Source: an optimization exercise on an open RTL-to-GDS flow (aim: small area, a short achievable clock period and few clock cycles). Production flows keep margins and buffers that such runs may drop. Function was checked by simulation only, so behaviour that the tests miss may differ from the original. No activity file was given, so power comes from the tool's default toggle rates.

==> flow/config.mk <==
export PLATFORM = sky130hd
export DESIGN_NAME = topmodule
export DESIGN_NICKNAME = topmodule
export VERILOG_FILES = /design/flow/design.v
export SDC_FILE = /design/flow/constraint.sdc
export NUM_CORES = 4
export LEC_CHECK = 0
export CAP_MARGIN = 20
export CORE_MARGIN = 2
export CORE_UTILIZATION = 40
export PLACE_DENSITY = 0.6
export SLEW_MARGIN = 20
==> flow/constraint.sdc <==
create_clock -name core_clock -period 5.5 [get_ports {clk}]
set_input_delay 1.1000 -clock core_clock [delete_from_list [all_inputs] [get_ports {clk}]]
set_output_delay 1.1000 -clock core_clock [all_outputs]
set_load 0.01 [all_outputs]
==> flow/design.v <==
`timescale 1ns / 1ps
module ADD (
    input [31:0] a,
    input [31:0] b,
    output [32:0] sum
);
    assign sum = a + b;
endmodule
module SUB (
    input [31:0] a,
    input [31:0] b,
    output [32:0] diff
);
    assign diff = a - b;
endmodule
module AND (
    input [31:0] a,
    input [31:0] b,
    output [31:0] res
);
    assign res = a & b;
endmodule
module OR (
    input [31:0] a,
    input [31:0] b,
    output [31:0] res
);
    assign res = a | b;
endmodule
module XOR (
    input [31:0] a,
    input [31:0] b,
    output [31:0] res
);
    assign res = a ^ b;
endmodule
module NOT (
    input [31:0] a,
    output [31:0] res
);
    assign res = ~a;
endmodule
module SLA (
    input [31:0] a,
    input  b,
    output [31:0] res
);
    assign res = a << b;
endmodule
module SRA (
    input [31:0] a,
    input  b,
    output [31:0] res
);
    wire [31:0] y,resu;
    assign y = a;
    assign resu = y >> b;
    assign res = {a[31],resu[30:0]};
endmodule
module SRL (
    input [31:0] a,
    input  b,
    output [31:0] res
);
    assign res = a >> b;
endmodule
module ALU (
    input [31:0] a,
    input [31:0] b,
    input [3:0] opcode,
    input en,
    output reg [31:0] res
);
    wire [31:0] ano,oro,xoo,noo,slao,srao,srlo;
    wire [32:0] ado,suo;
    ADD func1(a,b,ado);
    SUB func2(a,b,suo);
    AND func3(a,b,ano);
    OR func4(a,b,oro);
    XOR func5(a,b,xoo);
    NOT func6(a,noo);
    SLA func7(a,b[0],slao);
    SRA func8(a,b[0],srao);
    SRL func9(a,b[0],srlo);
    always @(*) begin
        case(opcode)
            4'b0000: res = ado[31:0];
            4'b0001: res = suo[31:0];
            4'b0010: res = ano;
            4'b0011: res = oro;
            4'b0100: res = xoo;
            4'b0101: res = noo;
            4'b0110: res = slao;
            4'b0111: res = srao;
            4'b1000: res = srlo;
            4'b1001: res = a + 4;
            4'b1010: res = a - 4;
            4'b1011: res = a;
            default: res = 32'd0;
        endcase
    end
endmodule
module regBank (
    input clk,
    input reset,
    input [4:0] rd1,
    input [4:0] rd2,
    input [4:0] wr,
    input [31:0] data_in,
    input we,
    input re1,
    input re2,
    output [31:0] data_out1,
    output [31:0] data_out2,
    input [1:0] incdec
    );
    reg [31:0] regi [1:15];
    reg [31:0] sp;
    wire [31:0] temp = 32'd0;
    always @(posedge clk) begin
        if(we) begin
            if(wr != 5'd0 && wr < 5'd16) regi[wr] <= data_in;
        end
    end
    always @(posedge clk) begin
        if(reset) sp <= 32'd900;
        else if(incdec == 2'b01) begin
            sp <= sp + 32'd4;
        end
        else if(incdec == 2'b10) begin
            sp <= sp - 32'd4;
        end
        else if(we && wr == 5'd16) sp <= data_in;
    end
    function [31:0] rdreg(input [4:0] r);
        if(r == 5'd0 || r > 5'd16) rdreg = 32'd0;
        else if(r == 5'd16) rdreg = sp;
        else rdreg = regi[r[3:0]];
    endfunction
    assign data_out1 = re1 ? rdreg(rd1) : temp;
    assign data_out2 = re2 ? rdreg(rd2) : temp;
endmodule
module CheckReg (
    input clk,
    input re,
    input we,
    input [31:0] data_in,
    output [31:0] data_out
);
    reg [31:0] data;
    wire [31:0] temp = 32'd0;
    always @(posedge clk) begin
        if(we) data <= data_in;
    end
    assign data_out = re ? data : temp;
endmodule
module CheckRegR (
    input clk,
    input reset,
    input re,
    input we,
    input [31:0] data_in,
    output [31:0] data_out
);
    reg [31:0] data;
    wire [31:0] temp = 32'd0;
    always @(posedge clk) begin
        if(reset) data <= 32'd0;
        else if(we) data <= data_in;
    end
    assign data_out = re ? data : temp;
endmodule
module regdecoder (
    input [31:0] ir,
    output [4:0] rd1,
    output [4:0] rd2,
    output [4:0] wr
);
    assign rd1 = (ir[31:28] == 4'b0101 || ir[31:28] == 4'b0111)?5'b10000:ir[27:23];
    assign rd2 = (ir[31:28] == 4'b0110)?5'd16:(ir[31:28] == 4'b0101)?ir[27:23]:ir[22:18];
    assign wr = (ir[31:28] == 0) ? ir[17:13] : (ir[31:28] == 4'b0101)?ir[27:23]:ir[22:18];
endmodule
`timescale 1ns / 1ps
module signextend1 (
    input [13:0] imm1,
    input en,
    output [31:0] extout
);
    assign extout = imm1[13] ? {18'b111111111111111111,imm1} : {18'd0,imm1};
endmodule
module signextend2 (
    input [27:0] imm2,
    input en,
    output [31:0] extout
);
    assign extout = imm2[27] ? {{2'b11,imm2},{2'b00}} : {{2'd0,imm2},2'b00}; 
endmodule
module signextend3 (
    input [8:0] shamt,
    input en,
    output [31:0] extout
);
    assign extout = shamt[8] ? {23'b11111111111111111111111,shamt} : {23'd0,shamt};
endmodule
module signextend4 (
    input [18:0] shamt1,
    input en,
    output [31:0] extout
);
    assign extout = shamt1[18] ? {11'b11111111111,shamt1,2'd0} : {11'd0,shamt1,2'd0};
endmodule
module pcselect (
    input [31:0] lmdo,npco,
    input select,
    output [31:0] pco
);
    assign pco = (select == 1'b1) ? lmdo : npco;
endmodule
module Mux2_1 (
    input [31:0] in1,
    input [31:0] in2,
    input sel,
    output [31:0] out
);
    assign out = sel ? in2 : in1;
endmodule
module Mux4_1 (
    input [31:0] in1,
    input [31:0] in2,
    input [31:0] in3,
    input [31:0] in4,
    input [1:0] sel,
    output [31:0] out
);
    assign out = (sel == 2'b00) ? in1 : (sel == 2'b01) ? in2 : (sel == 2'b10) ? in3 : in4;
endmodule
`timescale 1ns / 1ps
module incr (
    input [31:0] in,
    output [31:0] out
);
    assign out = in + 4;
endmodule
module conditionb (
    input [31:0] val,
    input [2:0] cond,
    output flag
);
    assign flag = (cond == 3'b000) ? 1'b0 : (cond == 3'b001) ? (val[31] ) ? 1'b1 : 1'b0 : (cond == 3'b010) ? (val[31] == 0) ? 1'b1 : 1'b0 : (cond == 3'b011) ? (val == 0 ) ? 1'b1 : 1'b0 : 1'b1;
endmodule
`timescale 1ns / 1ps
module controlunit (
    input clk,
    input en,
    input reset,
    input [31:0] ir,
    output reg pcre,pcwe,npcre,npcwe,regbwe,regbre1,regbre2,sgen,alumux1sel,alumux2sel,aluoutre,aluoutwe,Are,Awe,Bre,Bwe,dmemwe,lmdre,lmdwe,reginmuxsel,irwe,
    output reg [1:0] immmuxsel,
    output reg [3:0] alusel,
    output reg [2:0] cond,
    output reg [1:0] incdec,
    output reg swap,select,
    output halted
);
    reg [3:0] mainstate;
    reg [3:0] substate;
    reg [31:0] irst;
    assign halted = (mainstate == 4'd12);
    always @(posedge clk) begin
        if(reset) begin
            mainstate <= 4'd0;
            substate <= 4'd0;
            {pcre,pcwe,npcre,npcwe,regbwe,regbre1,regbre2,sgen,alumux1sel,alumux2sel,aluoutre,aluoutwe,Are,Awe,Bre,Bwe,dmemwe,lmdre,lmdwe,reginmuxsel,irwe} <= 21'd0;
            immmuxsel <= 2'd0;
            alusel <= 4'd0;
            cond <= 3'd0;
            incdec <= 2'd0;
            swap <= 1'b0;
            select <= 1'b0;
        end
        else begin
        case (mainstate)
            4'd0: begin
                if(en) begin
                pcre <= 1;
                npcwe <= 1;
                irwe <= 1;
                mainstate <= 4'd1;
                end
            end 
            4'd1: begin
                pcre <= 1;
                npcwe <= 0;
                irwe <= 0;
                mainstate <= 4'd2;
                select <= 1'd0;
            end
            4'd2: begin
                irst <= ir;
                if(ir[31:28] == 4'b1000) mainstate <= 4'd4;
                else mainstate <= ir[31:28] + 3;
                pcre <= 0;
            end
            4'd3: begin
                case (substate)
                    4'd0: begin
                        regbwe <= 0;
                        regbre1 <= 1;
                        regbre2 <= 1;
                        substate <= 4'd1;
                        sgen <= 1'b1;
                        Awe <= 1;
                        Bwe <= 1;
                        immmuxsel <= 2'b10;
                    end 
                    4'd1: begin
                        regbre1 <= 0;
                        regbre2 <= 0;
                        substate <= 4'd2;
                        Awe <= 0;
                        Bwe <= 0;
                        Are <= 1;
                        Bre <= 1;
                        alumux1sel <= 0;
                        alumux2sel <= 0;
                        alusel <= irst[3:0];
                    end
                    4'd2: begin
                        substate <= 4'd3;
                        aluoutwe <= 1;
                    end
                    4'd3: begin
                        substate <= 4'd4;
                        aluoutwe <= 0;
                        aluoutre <= 1;
                        reginmuxsel <= 1;
                        cond <= 3'b000;
                        npcre <= 1;
                        pcwe <= 1;
                        regbwe <= 1;
                    end
                    4'd4: begin
                        substate <= 4'd0;
                        mainstate <= 4'd0;
                        aluoutre <= 0;
                        reginmuxsel <= 0;
                        cond <= 3'b000;
                        npcre <= 0;
                        pcwe <= 0;
                        regbwe <= 0;
                    end
                    default: 
                    substate <= 4'd0;
                endcase
            end
            4'd4: begin
                case (substate)
                    4'd0: begin
                        regbwe <= 0;
                        regbre1 <= 1;
                        regbre2 <= 0;
                        substate <= 4'd1;
                        sgen <= 1'b1;
                        Awe <= 1;
                        Bwe <= 0;
                        immmuxsel <= 2'b00;
                    end
                    4'd1: begin
                        regbre1 <= 0;
                        substate <= 4'd2;
                        Awe <= 0;
                        Are <= 1;
                        alumux1sel <= 0;
                        alumux2sel <= 1;
                        alusel <= irst[3:0];
                    end
                    4'd2: begin
                        substate <= 4'd3;
                        aluoutwe <= 1;
                    end
                    4'd3: begin
                        substate <= 4'd4;
                        aluoutwe <= 0;
                        aluoutre <= 1;
                        reginmuxsel <= 1;
                        cond <= 3'b000;
                        npcre <= 1;
                        pcwe <= 1;
                        regbwe <= 1;
                    end
                    4'd4: begin
                        substate <= 4'd0;
                        mainstate <= 4'd0;
                        aluoutre <= 0;
                        reginmuxsel <= 0;
                        cond <= 3'b000;
                        npcre <= 0;
                        pcwe <= 0;
                        regbwe <= 0;
                    end
                    default:
                    substate <= 4'd0;
                endcase
            end 
            4'd5 : begin
                case (substate)
                    4'd0: begin
                        regbwe <= 0;
                        regbre1 <= 1;
                        regbre2 <= 1;
                        substate <= 4'd1;
                        sgen <= 1'b1;
                        Awe <= 1;
                        Bwe <= 1;
                        immmuxsel <= 2'b00;
                    end
                    4'd1: begin
                        regbre1 <= 0;
                        regbre2 <= 0;
                        substate <= 4'd2;
                        Awe <= 0;
                        Are <= 1;
                        Bwe <= 0;
                        Bre <= 1;
                        alumux1sel <= 0;
                        alumux2sel <= 1;
                        alusel <= 4'd0;
                    end
                    4'd2: begin
                        substate <= 4'd3;
                        aluoutwe <= 1;
                    end
                    4'd3: begin
                        aluoutwe <= 0;
                        aluoutre <= 1;
                        cond <= 3'b000;
                        npcre <= 1;
                        pcwe <= 1;
                        if(irst[0]==0) begin
                            substate <= 4'd4;
                            lmdwe <= 1'b1;
                            lmdre <= 1'b1;
                            reginmuxsel <= 1'b0;
                        end
                        else begin
                            substate <= 4'd5;
                            dmemwe <= 1'b1;
                        end
                    end
                    4'd4: begin
                        lmdwe <= 1'b0;
                        regbwe <= 1'b1;
                        substate <= 4'd6;
                    end
                    4'd5: begin
                        dmemwe <= 1'b0;
                        regbwe <= 1'b0;
                        substate <= 4'd6;
                    end
                    4'd6: begin
                        substate <= 4'd0;
                        mainstate <= 4'd0;
                        aluoutre <= 0;
                        cond <= 3'b000;
                        npcre <= 0;
                        pcwe <= 0;
                        regbwe <= 0;
                    end
                    default:
                    substate <= 4'd0;
                endcase
            end
            4'd6 : begin
                case (substate)
                    4'd0: begin
                        sgen <= 1'b1;
                        regbwe <= 0;
                        immmuxsel <= 2'b01;
                        substate <= 4'd1;
                        npcre <= 1'b1;
                        alumux1sel <= 1'b1;
                        alumux2sel <= 1'b1;
                        alusel <= 4'd0;
                        aluoutwe <= 1'b1;
                    end 
                    4'd1: begin
                        substate <= 4'd2;
                        aluoutwe <= 0;
                        aluoutre <= 1'b1;
                        cond <= 3'b100;
                        pcwe <= 1'b1;
                        regbwe <= 1'b0;
                    end
                    4'd2: begin
                        substate <= 4'd0;
                        aluoutre <= 0;
                        cond <= 3'b000;
                        npcre <= 0;
                        pcwe <= 0;
                        regbwe <= 0;
                        mainstate <= 4'd0;
                    end
                    default: 
                    substate <= 4'd0;
                endcase
            end
            4'd7: begin
                case (substate)
                    4'd0: begin
                        regbwe <= 0;
                        regbre1 <= 1;
                        regbre2 <= 0;
                        substate <= 4'd1;
                        sgen <= 1'b1;
                        Awe <= 1;
                        Bwe <= 0;
                        immmuxsel <= 2'b11;
                    end
                    4'd1: begin
                        regbre1 <= 0;
                        substate <= 4'd2;
                        npcre <= 1'b1;
                        Awe <= 0;
                        Are <= 1;
                        alumux1sel <= 1;
                        alumux2sel <= 1;
                        alusel <= 4'd0;
                        aluoutwe <= 1'b1;
                        cond <= irst[2:0] + 1;
                    end
                    4'd2: begin
                        substate <= 4'd3;
                        aluoutwe <= 0;
                        aluoutre <= 1'b1;
                        pcwe <= 1'b1;
                        regbwe <= 1'b0;
                    end
                    4'd3: begin
                        substate <= 4'd0;
                        aluoutre <= 0;
                        cond <= 3'b000;
                        npcre <= 0;
                        pcwe <= 0;
                        regbwe <= 0;
                        mainstate <= 4'd0;
                    end
                    default: 
                    substate <= 4'd0;
                endcase
            end
            4'd8: begin
                case (substate)
                    4'd0: begin
                        regbwe <= 0;
                        regbre1 <= 0;
                        regbre2 <= 1;
                        Awe <= 0;
                        Bwe <= 1;
                        if(irst[0] == 1'b0) begin
                        incdec <= 2'b10;
                        substate <= 4'd1;
                        end
                        else begin
                        incdec <= 2'b01;
                        substate <= 4'd2;
                        end
                    end
                    4'd1: begin
                        regbre2 <= 0;
                        substate <= 4'd3;
                        Are <= 1;
                        aluoutwe <= 1'b0;
                        regbre1 <= 1'b1;
                        Awe <= 1'b1;
                        alumux1sel <= 1'b0;
                        alusel <= 4'b1001;
                        incdec <= 2'b00;
                        Bwe <= 1'b0;
                    end
                    4'd3: begin
                        regbre2 <= 0;
                        substate <= 4'd4;
                        Are <= 1;
                        aluoutwe <= 1'b1;
                        regbre1 <= 1'b0;
                        Awe <= 1'b0;
                    end
                    4'd4: begin
                        substate <= 4'd5;
                        aluoutre <= 1'b1;
                        Bre <= 1;
                        dmemwe <= 1'b1;
                        npcre <= 1'b1;
                        pcwe <= 1'b1;
                        cond <= 3'b000;
                    end
                    4'd5: begin
                        substate <= 4'd0;
                        mainstate <= 4'd0;
                        aluoutre <= 0;
                        dmemwe <= 1'b0;
                        npcre <= 0;
                        pcwe <= 0;
                        cond <= 3'b000;
                    end
                    4'd2: begin
                        regbre2 <= 0;
                        substate <= 4'd6;
                        Are <= 1;
                        aluoutwe <= 1'b0;
                        regbre1 <= 1'b1;
                        Awe <= 1'b1;
                        alumux1sel <= 1'b0;
                        alusel <= 4'b1011;
                        incdec <= 2'b00;
                    end
                    4'd6: begin
                        regbre2 <= 0;
                        substate <= 4'd7;
                        Are <= 1;
                        aluoutwe <= 1'b1;
                        regbre1 <= 1'b0;
                        Awe <= 1'b0;
                    end
                    4'd7: begin
                        substate <= 4'd8;
                        aluoutre <= 1'b1;
                        Bre <= 0;
                        npcre <= 1'b1;
                        pcwe <= 1'b1;
                        cond <= 3'b000;
                        lmdwe <= 1'b1;
                    end
                    4'd8: begin
                        substate <= 4'd9;
                        aluoutre <= 0;
                        npcre <= 0;
                        pcwe <= 0;
                        cond <= 3'b000;
                        lmdwe <= 1'b0;
                        lmdre <= 1'b1;
                        reginmuxsel <= 1'b0;
                        regbwe <= 1'b1;
                    end
                    4'd9: begin
                        substate <= 4'd0;
                        mainstate <= 4'd0;
                        lmdre <= 1'b0;
                        reginmuxsel <= 1'b0;
                        regbwe <= 1'b0;
                        cond <= 3'b000;
                        npcre <= 0;
                        pcwe <= 0;
                        Bwe <= 0;
                    end
                    default: 
                    substate <= 4'd0;
                endcase
            end
            4'd9: begin
                case (substate)
                    4'd0: begin
                        incdec <= 2'b00;
                        regbwe <= 0;
                        substate <= 4'd1;
                        sgen <= 1'b1;
                        npcre <= 1'b1;
                    end 
                    4'd1: begin
                        substate <= 4'd2;
                        regbre2 <= 1'b1;
                        Awe <= 1;
                        Bwe <= 1;
                        alumux1sel <= 1'b1;
                        alusel <= 4'b1011;
                        Are <= 1'b1;
                        Bre <= 1'b1;
                        incdec <= 2'b00;
                    end
                    4'd2: begin
                        substate <= 4'd3;
                        aluoutwe <= 1'b1;
                        aluoutre <= 1'b1;
                        regbre1 <= 1'b0;
                        Awe <= 1'b0;
                        Bwe <= 1'b0;
                    end
                    4'd3: begin
                        substate <= 4'd4;
                        aluoutwe <= 1'b0;
                        aluoutre <= 1'b1;
                        swap <= 1'b1;
                        dmemwe <= 1'b1;
                    end
                    4'd4: begin
                        substate <= 4'd5;
                        aluoutre <= 1;
                        dmemwe <= 1'b1;
                        swap <= 1'b1;
                        npcre <= 1'b1;
                        pcwe <= 1'b0;
                        cond <= 3'b000;
                    end
                    4'd5: begin
                        swap <= 0;
                        dmemwe <= 0;
                        substate <= 4'd6;
                        npcre <= 1'b1;
                        cond <= 3'b000;
                        sgen <= 1'b1;
                        immmuxsel <= 2'b01;
                        alumux1sel <= 1'b1;
                        alumux2sel <= 1'b1;
                        alusel <= 4'b0000;
                        aluoutwe <= 1'b1;
                        aluoutre <= 1'b1;
                        incdec <= 2'b10;
                    end
                    4'd6: begin
                        substate <= 4'd7;
                        aluoutwe <= 1'b0;
                        aluoutre <= 1'b1;
                        Awe <= 1'b0;
                        Bwe <= 1'b0;
                        cond <= 3'b100;
                        regbwe <= 1'b0;
                        pcwe <= 1'b1;
                        incdec <= 2'b00;
                    end
                    4'd7: begin
                        substate <= 4'd0;
                        aluoutre <= 0;
                        cond <= 3'b000;
                        npcre <= 0;
                        pcwe <= 0;
                        regbwe <= 0;
                        mainstate <= 4'd0;
                    end
                    default:
                    substate <= 4'd0; 
                endcase
            end
            4'd10: begin
                case (substate)
                    4'd0: begin
                        substate <= 4'd1;
                        regbre1 <= 1'b1;
                        Awe <= 1'b1;
                        Are <= 1'b1;
                        alumux1sel <= 1'b0;
                        alusel <= 4'b1001;
                        incdec <= 2'b00;
                    end
                    4'd1: begin
                        substate <= 4'd2;
                        aluoutwe <= 1'b1;
                        aluoutre <= 1'b1;
                        regbre1 <= 1'b0;
                        Awe <= 1'b0;
                        incdec <= 2'b01;
                    end
                    4'd2: begin
                        substate <= 4'd3;
                        aluoutwe <= 1'b0;
                        aluoutre <= 1'b1;
                        regbre2 <= 1'b0;
                        Bwe <= 1'b0;
                        Bre <= 1'b0;
                        incdec <= 2'b00;
                        lmdwe <= 1'b1;
                    end
                    4'd3: begin
                        substate <= 4'd4;
                        aluoutre <= 0;
                        lmdwe <= 1'b0;
                        lmdre <= 1'b1;
                        reginmuxsel <= 1'b0;
                        regbwe <= 1'b0;
                        select <= 1'b1;
                        cond <= 3'b000;
                        npcre <= 1'b1;
                        pcwe <= 1'b1;
                    end
                    4'd4: begin
                        substate <= 4'd0;
                        mainstate <= 4'd0;
                        lmdre <= 1'b0;
                        select <= 1'b0;
                        pcwe <= 0;
                    end
                    default: 
                    substate <= 4'd0;
                endcase
            end
            4'd12: begin
                mainstate <= mainstate;
            end
            4'd13: begin
                case (substate)
                    4'd0: begin
                        cond <= 3'b000;
                        npcre <= 1'b1;
                        pcwe <= 1'b1;
                        substate <= 4'd1;
                    end 
                    4'd1: begin
                        substate <= 0;
                        mainstate <= 0;
                        npcre <= 0;
                        pcwe <= 0;
                    end
                    default: 
                    substate <= 4'd0;
                endcase
            end
        endcase
    end
    end
endmodule
`timescale 1ns / 1ps
module topmodule (
    input clk,
    input en,reset,
    output [31:0] imem_addr,
    input  [31:0] imem_rdata,
    output [31:0] dmem_addr,
    output [31:0] dmem_wdata,
    output dmem_we,
    input  [31:0] dmem_rdata,
    output halted
);
    wire pcre,pcwe,npcre,npcwe,regbwe,regbre1,regbre2,sgen,alumux1sel,alumux2sel,aluoutre,aluoutwe,Are,Awe,Bre,Bwe,dmemwe,lmdre,lmdwe,reginmuxsel,irwe,swap,select;
    wire [1:0] immmuxsel,incdec;
    wire [3:0] alusel;
    wire [2:0] cond;
    wire [31:0] ir;
    controlunit cu(clk,en,reset,ir,pcre,pcwe,npcre,npcwe,regbwe,regbre1,regbre2,sgen,alumux1sel,alumux2sel,aluoutre,aluoutwe,Are,Awe,Bre,Bwe,dmemwe,lmdre,lmdwe,reginmuxsel,irwe,immmuxsel,alusel,cond,incdec,swap,select,halted);
    datapath dp(clk,reset,pcre,pcwe,npcre,npcwe,regbwe,regbre1,regbre2,sgen,alumux1sel,alumux2sel,aluoutre,aluoutwe,Are,Awe,Bre,Bwe,dmemwe,lmdre,lmdwe,reginmuxsel,irwe,immmuxsel,cond,alusel,ir,incdec,swap,select,
                imem_addr,imem_rdata,dmem_addr,dmem_wdata,dmem_we,dmem_rdata);
endmodule
`timescale 1ns / 1ps
module datapath (
    input clk,
    input reset,
    input pcre,pcwe,npcre,npcwe,regbwe,regbre1,regbre2,sgen,alumux1sel,alumux2sel,aluoutre,aluoutwe,Are,Awe,Bre,Bwe,dmemwe,lmdre,lmdwe,reginmuxsel,irwe,
    input [1:0] immmuxsel,
    input[2:0] cond,
    input [3:0] alusel,
    output [31:0] dpout,
    input [1:0] incdec,
    input swap,select,
    output [31:0] imem_addr,
    input  [31:0] imem_rdata,
    output [31:0] dmem_addr,
    output [31:0] dmem_wdata,
    output dmem_we,
    input  [31:0] dmem_rdata
);
    wire [4:0] rd1,rd2,wr;
    wire flag;
    wire [31:0] pcdatout,npcout,pcplus4,irout,inst,regbdata_out1,regbdata_out2,sg1out,sg2out,sg3out,sg4out,siexval,alumux1out,alumux2out,aluresult,aluoutout,Aout,Bout,dmemout,pcdatin,lmdout,regbdata_in,pcin;
    CheckRegR pc(clk,reset,pcre,pcwe,pcdatin,pcdatout);
    incr pcp4(pcdatout,pcplus4);
    CheckReg npc(clk,npcre,npcwe,pcplus4,npcout);
    assign imem_addr = pcdatout;
    assign inst = imem_rdata;
    assign dpout = inst;
    CheckReg ir(clk,1'b1,irwe,inst,irout);
    regdecoder rd(irout,rd1,rd2,wr);
    regBank regb(clk,reset,rd1,rd2,wr,regbdata_in,regbwe,regbre1,regbre2,regbdata_out1,regbdata_out2,incdec);
    CheckReg A(clk,Are,Awe,regbdata_out1,Aout);
    CheckReg B(clk,Bre,Bwe,regbdata_out2,Bout);
    signextend1 sg1(irout[17:4],sgen,sg1out);
    signextend2 sg2(irout[27:0],sgen,sg2out);
    signextend3 sg3(irout[12:4],sgen,sg3out);
    signextend4 sg4(irout[22:4],sgen,sg4out);
    Mux4_1 immmux(sg1out,sg2out,sg3out,sg4out,immmuxsel,siexval);
    Mux2_1 alumux1(Aout,npcout,alumux1sel,alumux1out);
    Mux2_1 alumux2(Bout,siexval,alumux2sel,alumux2out);
    ALU alu(alumux1out,alumux2out,alusel,1'b1,aluresult);
    CheckReg aluout(clk,aluoutre,aluoutwe,aluresult,aluoutout);
    assign dmem_addr = swap ? Bout : aluoutout;
    assign dmem_wdata = swap ? aluoutout : Bout;
    assign dmem_we = dmemwe;
    assign dmemout = dmem_rdata;
    CheckReg LMD(clk,lmdre,lmdwe,dmemout,lmdout);
    conditionb cdb(Aout,cond,flag);
    Mux2_1 pcmux(npcout,aluoutout,flag,pcin);
    pcselect selector(lmdout,pcin,select,pcdatin);
    Mux2_1 reginmux(lmdout,aluoutout,reginmuxsel,regbdata_in);
endmodule
==> flow/run.sh <==
#!/bin/bash
# synth_recipe.tcl (not shown) runs the flow's synth.tcl, then flattens the netlist and writes it again
# the make line also repeats each setting of config.mk as NAME=value (left out here)
make -C /OpenROAD-flow-scripts/flow DESIGN_CONFIG=/design/flow/config.mk WORK_HOME=/design/flow/orfs CLKGATE_MAP_FILE= SYNTH_SCRIPT=/design/flow/synth_recipe.tcl finish
==> summary.md, run 1 <==
| Metric | Value |
|---|---|
| Outcome | `timing/DRC/antenna clean` |
| Synth area leaders | `edfxtp_1 (43%), mux2i_1 (6.2%), o21ai_0 (4.8%)` |
| WL final | `about 190000 microns` |
| Max Buffers Root-to-Sink | `3` |
| Crit path largest cell delay | `~0.7 ns` |
| Total CTS buffers | `89` |
| Cells along the critical path | `nor2b_1 > a21oi_1 > buf_4 > ha_1 > nand4_1 > or2_2 > o31ai_1 > xnor2_1 > ha_1 > nand2_1 > nor2_1 > or4b_2 > nand4_1 > a21oi_1 > a2111oi_0 > buf_4 > a221oi_1 > o31ai_1` |
| Worst reg2reg path depth | `18` |
| Crit Path Category | `reg2reg` |
| Unrepaired setup endpoints after global routing | `no` |
| Die Ht | `349 microns` |
| I/O pins | `between 150 and 200` |
| Seq/Total Area, Yosys | `0.470` |
| Multi-input gate area | `0.0233 sq mm` |
| Max Cap Viol | `0` |
| Pwr per Cell Area | `467 mW/mm^2` |
| Sink Count | `a little under 800` |
| Die Area | `0.122 sq mm` |
| Levels on crit path | `18` |
| Post-synth EDFFs | `676` |
| Total setup buffers inserted after CTS | `0` |
| DR DRC count | `0` |
| Final Skew | `0.0395 ns` |
| Async S/R FF share, synth | `0` |
| First-pass GRT wire length | `271000 microns` |
| WP data required | `about 6 ns` |
| Grt ovf | `0` |
| Final Util | `0.458` |
| 1st-iter DRT viols | `5541` |
| Starting Density | `0.403` |
| P&R area growth vs syn | `13.7%` |
| Hold_buf cts | `0` |
| Largest net degree at the start of global routing | `193` |
| Vias after detailed routing | `about 42000` |
| Setup crit start | `cu.alumux2sel` |
| Seq cells post-synth | `approximately 800` |
| Worst-path maximum fanout | `13` |
| Mux cell area share after synthesis | `0.0646` |
| Synth Instances | `4824` |
| Xor and xnor area share after synthesis | `0.0228` |
| Syn_nets | `around 5000` |
| Setup TNS | `0 ns` |
| Worst reg2reg path endpoint | `dp.aluout.data[24]` |
| Row count | `between 100 and 150` |
| Crit-path slowest cell | `dfxtp_1` |
| Warnings, synthesis | `5` |
| Syn avg cell area | `about 9.9 sq um` |
| # fillers | `approximately 11000` |
| WP data arrival | `approximately 5.8 ns` |
| Non-filler instance count after layout | `6445` |
| Slew Limit Fails | `0` |
| Simple-gate portion of the synthesized area | `0.123` |
| R2R setup slack | `between 0.2 and 0.25 ns` |
| Min Hold Slack | `about 0.45 ns` |
| Slew headroom | `0.254` |
| Dpl cells | `approximately 6300` |
| Share of cells above drive strength 1 | `0.0848` |
| CTS tree | `built` |
| Routed len/inst | `29.0 microns` |
| Buffers on Ports | `approximately 160` |
| Final critical-path required period | `between 5 and 6 ns` |
| Period utilisation layout | `0.957` |
| Synth Area in Adders | `0.0365` |
| Clk slew on worst S/H paths | `0.07 ns` |
| FF-to-FF Start | `cu.alumux2sel` |
| Post-Syn Area | `between 0.04 and 0.05 sq mm` |
| Htree depth | `3` |
| Setup violations, final | `0` |
| Fin nets | `slightly above 5000` |
| WP buf/inv | `2` |
| Hold Path Class | `reg2reg` |
| Gr usage total | `0.298` |
| Crit-path leading delay family | `simple AND/OR/NAND/NOR gates` |
| Remaining antenna violation count after routing | `0` |
| Main combinational cell family by area after synthesis | `compound AO/OA/AOI/OAI gates` |
| Crit end category | `flop` |
| RD Place Congestion | `slightly below 1` |
| FF/Latch Area | `approximately 0.022 sq mm` |
| Core area | `0.118 sq mm` |
| Die X | `roughly 350 microns` |
| Worst slew pin tran | `1.12 ns` |
| Cell taking the most area after synthesis | `edfxtp_1` |
| Netlist cell types | `93` |
| DR vias/cell | `6.49` |
| Crit path capture | `dp.aluout.data[24]` |
| Startpoint types | `flop` |
| Post-synthesis compound-gate area fraction | `0.237` |
| Vias in the first global route | `a little under 40000` |
| Detail Placement HPWL | `around 130000 microns` |
| Main flop type after synthesis | `edfxtp_1` |
| Fmax | `about 0.19 GHz` |
| Post-synth top area share | `0.426` |
| Fin. Hold Viols | `0` |
| Leakage | `between 15 and 20 nW` |
| VDD IR-drop max | `~0.25 mV` |
| Initial antenna violation count | `6` |
| Clk latency of the worst-skew pair | `between 0.7 and 0.8 ns` |
| Clk root buf | `clkbuf_16` |
| Drt pass-1 iters | `6` |
[tightest hold or removal path: stages (launching register included)]
cell and delay [ns]:
dfxtp_1 0.31, nand2_1 0.05, a21oi_1 0.05
[cell usage in the layout, fill, tap and decap left out, drive strengths merged, types with 17 or more instances in the layout]
cell	count
nor4	24
a32oi	26
a21o	30
and2	64
o211ai	144
clkbuf	109
xnor2	87
a22oi	33
nand2b	65
nor2	294
a21oi	342
a211oi	140
buf	174
o2111ai	17
o31ai	17
or2	19
o22ai	45
clkinv	42
ha	135
a31oi	52
nand3	147
nor3	72
or3	21
o221ai	240
dfxtp	104
edfxtp	676
and3	18
inv	131
a221oi	51
clkdlybuf4s50	163
nor2b	32
nand2	391
o21ai	464
mux2i	297
xor2	37
nand4	29
[stage by stage]
step / setup slack, ns / total power, mW / cell area [sq um]
after CTS: 0.296 / 25.1 / 54100
after global routing: 0.0486 / 26.4 / 54100
after detailed placement: 0.351 / 19.0 / 51200
after floorplan: 1.11 / 15.3 / 47600
after global placement: 0.371 / 19.0 / 51200
final: 0.238 / 25.3 / 54100
[worst min path at each step]
stage | cells after the start | start | endpoint
finish | 2 | cu.lmdre | cu.lmdre
floorplan | 2 | cu.regbre2 | cu.regbre2
CTS | 2 | cu.lmdre | cu.lmdre
detailed placement | 2 | cu.lmdre | cu.lmdre
global placement | 2 | cu.lmdre | cu.lmdre
global route | 2 | cu.lmdre | cu.lmdre
[synthesized netlist by cell type, drive strengths merged (10+ instances only)]
cell type	number
clkbuf	316
mux2i	297
o22ai	45
and3	18
or4	10
xor2	37
dfxtp	104
inv	130
o21bai	12
buf	97
a21o	30
o32ai	10
nor2	294
a211oi	140
nor3	72
a32oi	26
a221oi	51
o221ai	240
nand2	391
nand3	147
o2111ai	17
a32o	12
o211ai	144
nor2b	32
nand2b	65
xnor2	87
nand4	29
or2	19
o21ai	464
a21oi	342
o21a	13
and2	64
or3	21
a31oi	52
nand3b	11
o31ai	17
a22oi	33
edfxtp	676
nor4	24
ha	135
[state kept, by name, indices dropped and copies added (netlist names), 2 cells and up]
signal          flops
dp.regb.sp         32
cu.immmuxsel        2
dp.B.data          32
dp.pc.data         32
dp.LMD.data        32
cu.incdec           2
dp.regb.regi      480
cu.alusel           4
cu.irst             4
dp.npc.data        32
dp.ir.data         32
cu.mainstate        4
cu.cond             3
dp.aluout.data     32
dp.A.data          32
cu.substate         4
[cells by family (layout without fill, tap and decap cells)]
| logic type | Yosys count | count (layout) |
|---|---|---|
| AOI/OAI and AO/OA | 1708 | 1708 |
| xor gates and xnor gates | 124 | 124 |
| adders and majority gates | 138 | 138 |
| buffers and inverters | 545 | 629 |
| DFF | 780 | 780 |
| muxes | 304 | 304 |
| other | 0 | 1 |
| and+or+nand+nor | 1225 | 1225 |
[power by group]
part,leakage [nW],internal [mW],switching [mW]
combinational,9.81,3.91,7.03
clock,1.43,3.45,2.60
sequential,6.78,7.34,0.942
total,18.0,14.7,10.6
[repair_timing]
action	4_1_cts	5_1_grt
gates resized for setup	0	1
endpoints found under the setup margin	0	2
endpoints found under the hold margin	0	0
[routing by layer]
layer / vias up / share of wire / global-route usage
met5: - / 0 / 0
met2: 2287 / 0.46 / 0.474
li1: 18657 / - / -
met3: 400 / 0.095 / 0.0498
met1: 20500 / 0.40 / 0.403
met4: 0 / 0.047 / 0.122
[layout make-up]
class / count / share of cell area
multi-input cells: 3499 / 0.431
flip-flops and latches: 780 / 0.414
repair buffers: 337 / 0.0566
clock buffers: 109 / 0.0437
well taps: 1536 / 0.0355
clock inverters: 51 / 0.0103
inverters: 132 / 0.00918
diodes: 1 / 0.0000462
Testbench counts, summed over its fixed seeds: cycles 585,216.
==> run 2, diff against run 1 <==
==> flow/design.v (replaced) <==
`timescale 1ns / 1ps
module topmodule (
    input clk,
    input en,reset,
    output [31:0] imem_addr,
    input  [31:0] imem_rdata,
    output [31:0] dmem_addr,
    output [31:0] dmem_wdata,
    output dmem_we,
    input  [31:0] dmem_rdata,
    output halted
);
    reg [31:0] pc;
    reg [31:0] sp;
    reg        halt_r;
    reg [31:0] regi [1:15];
    wire [31:0] ir = imem_rdata;
    wire [3:0]  op = ir[31:28];
    wire is_alur = (op == 4'd0);
    wire is_alui = (op == 4'd1) || (op == 4'd8);
    wire is_mem  = (op == 4'd2);
    wire is_ld   = is_mem & ~ir[0];
    wire is_st   = is_mem &  ir[0];
    wire is_jmp  = (op == 4'd3);
    wire is_br   = (op == 4'd4);
    wire is_push = (op == 4'd5) & ~ir[0];
    wire is_pop  = (op == 4'd5) &  ir[0];
    wire is_call = (op == 4'd6);
    wire is_ret  = (op == 4'd7);
    wire is_halt = (op == 4'd9);
    function [31:0] rdreg(input [4:0] r);
        if (r[4]) rdreg = sp;
        else if (r[3:0] == 4'd0) rdreg = 32'd0;
        else rdreg = regi[r[3:0]];
    endfunction
    wire [31:0] a = rdreg(ir[27:23]);
    wire [31:0] b = rdreg(ir[22:18]);
    wire [31:0] imm = {{18{ir[17]}}, ir[17:4]};
    wire [31:0] bop = is_alur ? b : imm;
    wire [3:0]  f = ir[3:0];
    wire        use4 = ~is_mem & ((f == 4'd9) | (f == 4'd10));
    wire        sub  = ~is_mem & ((f == 4'd1) | (f == 4'd10));
    wire [31:0] addb = use4 ? 32'd4 : bop;
    wire [31:0] sum  = a + (addb ^ {32{sub}}) + {31'd0, sub};
    reg [31:0] res;
    always @(*) begin
        case (f)
            4'd0, 4'd1, 4'd9, 4'd10: res = sum;
            4'd2: res = a & bop;
            4'd3: res = a | bop;
            4'd4: res = a ^ bop;
            4'd5: res = ~a;
            4'd6: res = bop[0] ? {a[30:0], 1'b0} : a;
            4'd7: res = bop[0] ? {a[31], a[31:1]} : a;
            4'd8: res = bop[0] ? {1'b0, a[31:1]} : a;
            4'd11: res = a;
            default: res = 32'd0;
        endcase
    end
    wire [31:0] spp4 = {sp[31:2] + 30'd1, sp[1:0]};
    wire [31:0] spm4 = {sp[31:2] - 30'd1, sp[1:0]};
    wire [31:0] npc = {pc[31:2] + 30'd1, pc[1:0]};
    wire [29:0] off = (is_jmp | is_call) ? {{2{ir[27]}}, ir[27:0]} : {{11{ir[22]}}, ir[22:4]};
    wire [31:0] target = {npc[31:2] + off, pc[1:0]};
    reg taken;
    always @(*) begin
        case (ir[2:0])
            3'd7: taken = 1'b0;
            3'd0: taken = a[31];
            3'd1: taken = ~a[31];
            3'd2: taken = (a == 32'd0);
            default: taken = 1'b1;
        endcase
    end
    assign imem_addr  = pc;
    assign dmem_addr  = is_mem ? sum : (is_pop | is_ret) ? spp4 : sp;
    assign dmem_wdata = is_call ? npc : is_push ? a : b;
    assign dmem_we    = en & (is_st | is_push | is_call);
    assign halted     = halt_r;
    wire [4:0]  widx  = is_alur ? ir[17:13] : is_pop ? ir[27:23] : ir[22:18];
    wire        wen   = en & (is_alur | is_alui | is_ld | is_pop);
    wire [31:0] wdata = (is_ld | is_pop) ? dmem_rdata : res;
    always @(posedge clk) begin
        if (wen && widx[4] == 1'b0 && widx[3:0] != 4'd0) regi[widx[3:0]] <= wdata;
    end
    always @(posedge clk) begin
        if (reset) sp <= 32'd900;
        else if (en) begin
            if (wen && widx == 5'd16) sp <= wdata;
            else if (is_push | is_call) sp <= spm4;
            else if (is_pop | is_ret) sp <= spp4;
        end
    end
    always @(posedge clk) begin
        if (reset) pc <= 32'd0;
        else if (en && !is_halt) begin
            if (is_ret) pc <= dmem_rdata;
            else if (is_jmp | is_call | (is_br & taken)) pc <= target;
            else pc <= npc;
        end
    end
    always @(posedge clk) begin
        if (reset) halt_r <= 1'b0;
        else if (en && is_halt) halt_r <= 1'b1;
    end
endmodule
==> run 2 against run 1 <==
Against the previous run:
- now fails the layout checks on negative setup slack
- sequential power down 43%
- combinational power decreased by 62%
- synthesized cell count shrank 33%
- sequential cell count decreased by 235
- clock-buffer cell count down 44
- highest routed layer unchanged
- critical path depth up 5
- cell area is 10% lower
- maximum frequency is 24% lower
- register-to-register slack lost 0.39 ns
==> summary.md, run 2 <==
| Metric | Value |
|---|---|
| Outcome | `failed layout checks` |
| Layout Check Fails | `negative setup slack` |
| Non-filler instance count after layout | `5226` |
| Startpoint types | `primary input` |
| DR vias/cell | `approximately 6` |
| Crit path largest cell delay | `roughly 0.5 ns` |
| Sink Count | `545` |
| Final Skew | `0.0344 ns` |
| Leakage | `roughly 19 nW` |
| Fin nets | `4200` |
| I/O pins | `between 150 and 200` |
| Crit-path leading delay family | `compound AO/OA/AOI/OAI gates` |
| R2R setup slack | `-0.15 ns` |
| CTS tree | `built` |
| Hold Path Class | `reg2reg` |
| Clk slew on worst S/H paths | `approximately 0.060 ns` |
| DR DRC count | `0` |
| 1st-iter DRT viols | `roughly 4300` |
| Die X | `305 microns` |
| Synth top cells by count | `edfxtp_1 (480), nor2_1 (311), mux4_2 (223), nand2_1 (209), clkbuf_1 (193)` |
| Detail Placement HPWL | `approximately 110000 microns` |
| Pwr per Cell Area | `around 260 mW/mm^2` |
| Largest net degree at the start of global routing | `57` |
| Worst-path maximum fanout | `8` |
| Placed inst area | `between 0.04 and 0.05 sq mm` |
| VDD IR-drop max | `0.228 mV` |
| Final Cell Area | `slightly below 0.05 sq mm` |
| Fin worst setup slack | `-1.41 ns` |
| First-pass GRT wire length | `roughly 220000 microns` |
| Min Hold Slack | `0.473 ns` |
| Die Ht | `a little over 300 microns` |
| Crit Path Category | `in2out` |
| WL final | `153000 microns` |
| Seq cells post-synth | `around 550` |
| Synth area leaders | `edfxtp_1 (40%), mux4_2 (14%), ha_1 (4.4%)` |
| Most common cell after layout, fill and taps aside | `buf_4` |
| Clk root buf | `clkbuf_16` |
| Multi-input gate area | `roughly 0.020 sq mm` |
| Async S/R FF share, synth | `0` |
| Final critical-path required period | `roughly 6.9 ns` |
| Vias in the first global route | `30404` |
| ANT cells | `0` |
| Die Area | `between 0.09 and 0.1 sq mm` |
| Post-synth EDFFs | `480` |
| Slew Limit Fails | `0` |
| Pre-CTS setup slack | `-2.31 ns` |
| Crit-path slowest cell | `mux4_2` |
| Unrepaired setup endpoints after global routing | `yes` |
| Starting Density | `0.403` |
| Synth Instances | `roughly 3200` |
| Core area | `around 0.09 sq mm` |
| Fmax | `0.145 GHz` |
| Warnings, synthesis | `1` |
| Final Util | `0.542` |
| Vias after detailed routing | `about 32000` |
| Total CTS buffers | `57` |
| Cells along the critical path | `buf_16 > buf_6 > mux4_2 > mux4_2 > a22oi_2 > nor2_1 > a21oi_2 > nand2_1 > xor2_1 > ha_1 > nor2b_4 > o21ai_2 > a21oi_2 > o41a_1 > o21ai_4 > buf_6 > a21oi_4 > o311a_4 > o41ai_4 > xnor2_1 > nor2_1 > a21oi_2 > buf_2` |
| Dpl cells | `about 5000` |
| Remaining antenna violation count after routing | `0` |
| Setup violations, final | `between 150 and 200` |
| Netlist cell types | `84` |
| Count leader, synth | `edfxtp_1` |
| Cell taking the most area after synthesis | `edfxtp_1` |
| Main flop type after synthesis | `edfxtp_1` |
| Fin. Hold Viols | `0` |
| FF/Latch Area | `0.0157 sq mm` |
| Slew headroom | `0.325` |
| Post-synth top area share | `0.398` |
| Initial antenna violation count | `0` |
| Period utilisation layout | `1.26` |
| WP data required | `approximately 4.4 ns` |
| Row count | `110` |
| Crit-path most repeated cell | `a21oi_2` |
| Drt pass-1 iters | `8` |
| Seq/Total Area, Yosys | `0.434` |
| Gr usage total | `0.320` |
| Syn avg cell area | `11.3 sq um` |
| Post-Syn Area | `roughly 0.036 sq mm` |
| Share of cells above drive strength 1 | `0.353` |
| RD Place Congestion | `around 1.1` |
| Grt ovf | `0` |
| # fillers | `approximately 7700` |
| Syn_nets | `3411` |
| Max Cap Viol | `0` |
| Htree depth | `2` |
| WP data arrival | `~5.8 ns` |
| WP buf/inv | `4` |
| Routed len/inst | `between 20 and 30 microns` |
| Max Buffers Root-to-Sink | `3` |
| Clk latency of the worst-skew pair | `approximately 0.65 ns` |
| Buffers on Ports | `164` |
| P&R area growth vs syn | `34.6%` |
| Commonest cells after routing, fill and taps aside | `buf_4 (713), edfxtp_1 (480), nor2_1 (274)` |
| Hold_buf cts | `0` |
| Worst slew pin tran | `between 1 and 1.5 ns` |
| Max reg flops | `480` |
| Crit end category | `output port` |
## run 2: through the flow
| stage | total power [mW] | TNS (ns) |
|---|---|---|
| global route | 13.2 | -79.09 |
| global placement | 8.35 | -388.04 |
| finish | 12.8 | -48.72 |
| detailed placement | 8.36 | -401.28 |
| CTS | 12.5 | -33.95 |
| floorplan | 6.54 | -62.66 |
## run 2: final timing paths
| check | start | endpoint | cells after the start |
|---|---|---|---|
| max reg2reg | regi[12][11] | regi[7][26] | 28 |
| min | halt_r | halt_r | 2 |
| max | imem_rdata[18] | dmem_addr[24] | 23 |
| min reg2reg | halt_r | halt_r | 2 |
## run 2: kinds of logic (layout without fill, tap and decap cells)
group / after synthesis / count (layout) / synth area share
simple gates: 815 / 817 / 0.103
xor+xnor: 156 / 156 / 0.0377
fa+ha+maj: 129 / 129 / 0.0450
compound gates: 830 / 830 / 0.158
mux: 374 / 374 / 0.182
buf+inv: 366 / 1199 / 0.0405
flops: 545 / 545 / 0.434
## run 2: what timing repair did
action	CTS	global route
endpoints found under the setup margin	354	320
gates cloned	4	6
pin swaps	72	86
buffers inserted	69	50
gates resized for setup	239	135
## run 2: worst reg2reg max path, delay by kind of cell (launching register included)
kind	cells	cell delay, ns
adders and majority gates	1	0.31
buffers and inverters	10	1.19
muxes	2	1.02
AOI/OAI and AO/OA	10	1.85
DFF	1	0.40
xor gates and xnor gates	2	0.36
and+or+nand+nor	3	0.25
## run 2: final cells by class
type | count | share of cell area
Clock buffer | 65 | 0.0303
Multi-Input combinational cell | 2306 | 0.419
Sequential cell | 545 | 0.323
Timing Repair Buffer | 984 | 0.181
Tap cell | 1176 | 0.0302
Inverter | 110 | 0.00848
Clock inverter | 40 | 0.00863
## run 2: power breakdown
group / leakage [nW] / switching (mW) / internal [mW]
logic: 13.4 / 2.21 / 1.91
clock network: 0.930 / 1.70 / 2.27
registers: 4.93 / 0.0451 / 4.70
## run 2: routing by layer
layer	up-vias	share of wire	global-route usage
met5	-	0	0
met4	0	0.069	0.188
met3	354	0.093	0.0492
met2	1851	0.44	0.487
met1	16028	0.39	0.433
li1	14061	-	-
Testbench counts of run 2, summed over its fixed seeds: cycles 71,172.

-- separate check: timing with driven ports --
How much do the figures lean on ideal ports? The routed layouts below were timed once more, with nothing changed but the port constraints. Step 1 sets driving cells, clkbuf_16 on the clock port and buf_2 on the other inputs (assumed; they add their load-dependent delay and slew). Step 2, shift: input delay + t, output delay - t, t = (earliest + latest rising clock arrival at the registers) / 2. This alone moves slack from input paths to output paths. Slacks: ideal / step 1 / step 2; pairs: ideal / step 1.
| run | shift t [ns] | setup slack, ns | slew at the worst register clock pin (ns) | pins driven straight from the clock port |
|---|---|---|---|---|
| run 1 | 0.760 | 0.238 / 0.238 / 0.238 | 0.07 / 0.07 | 1 |
| run 2 | 0.706 | -1.411 / -1.743 / -1.743 | 0.07 / 0.07 | 1 |
The setup slack of run 2, which loses most, moves by -0.332 ns with the drivers and by -0.332 ns with both steps.
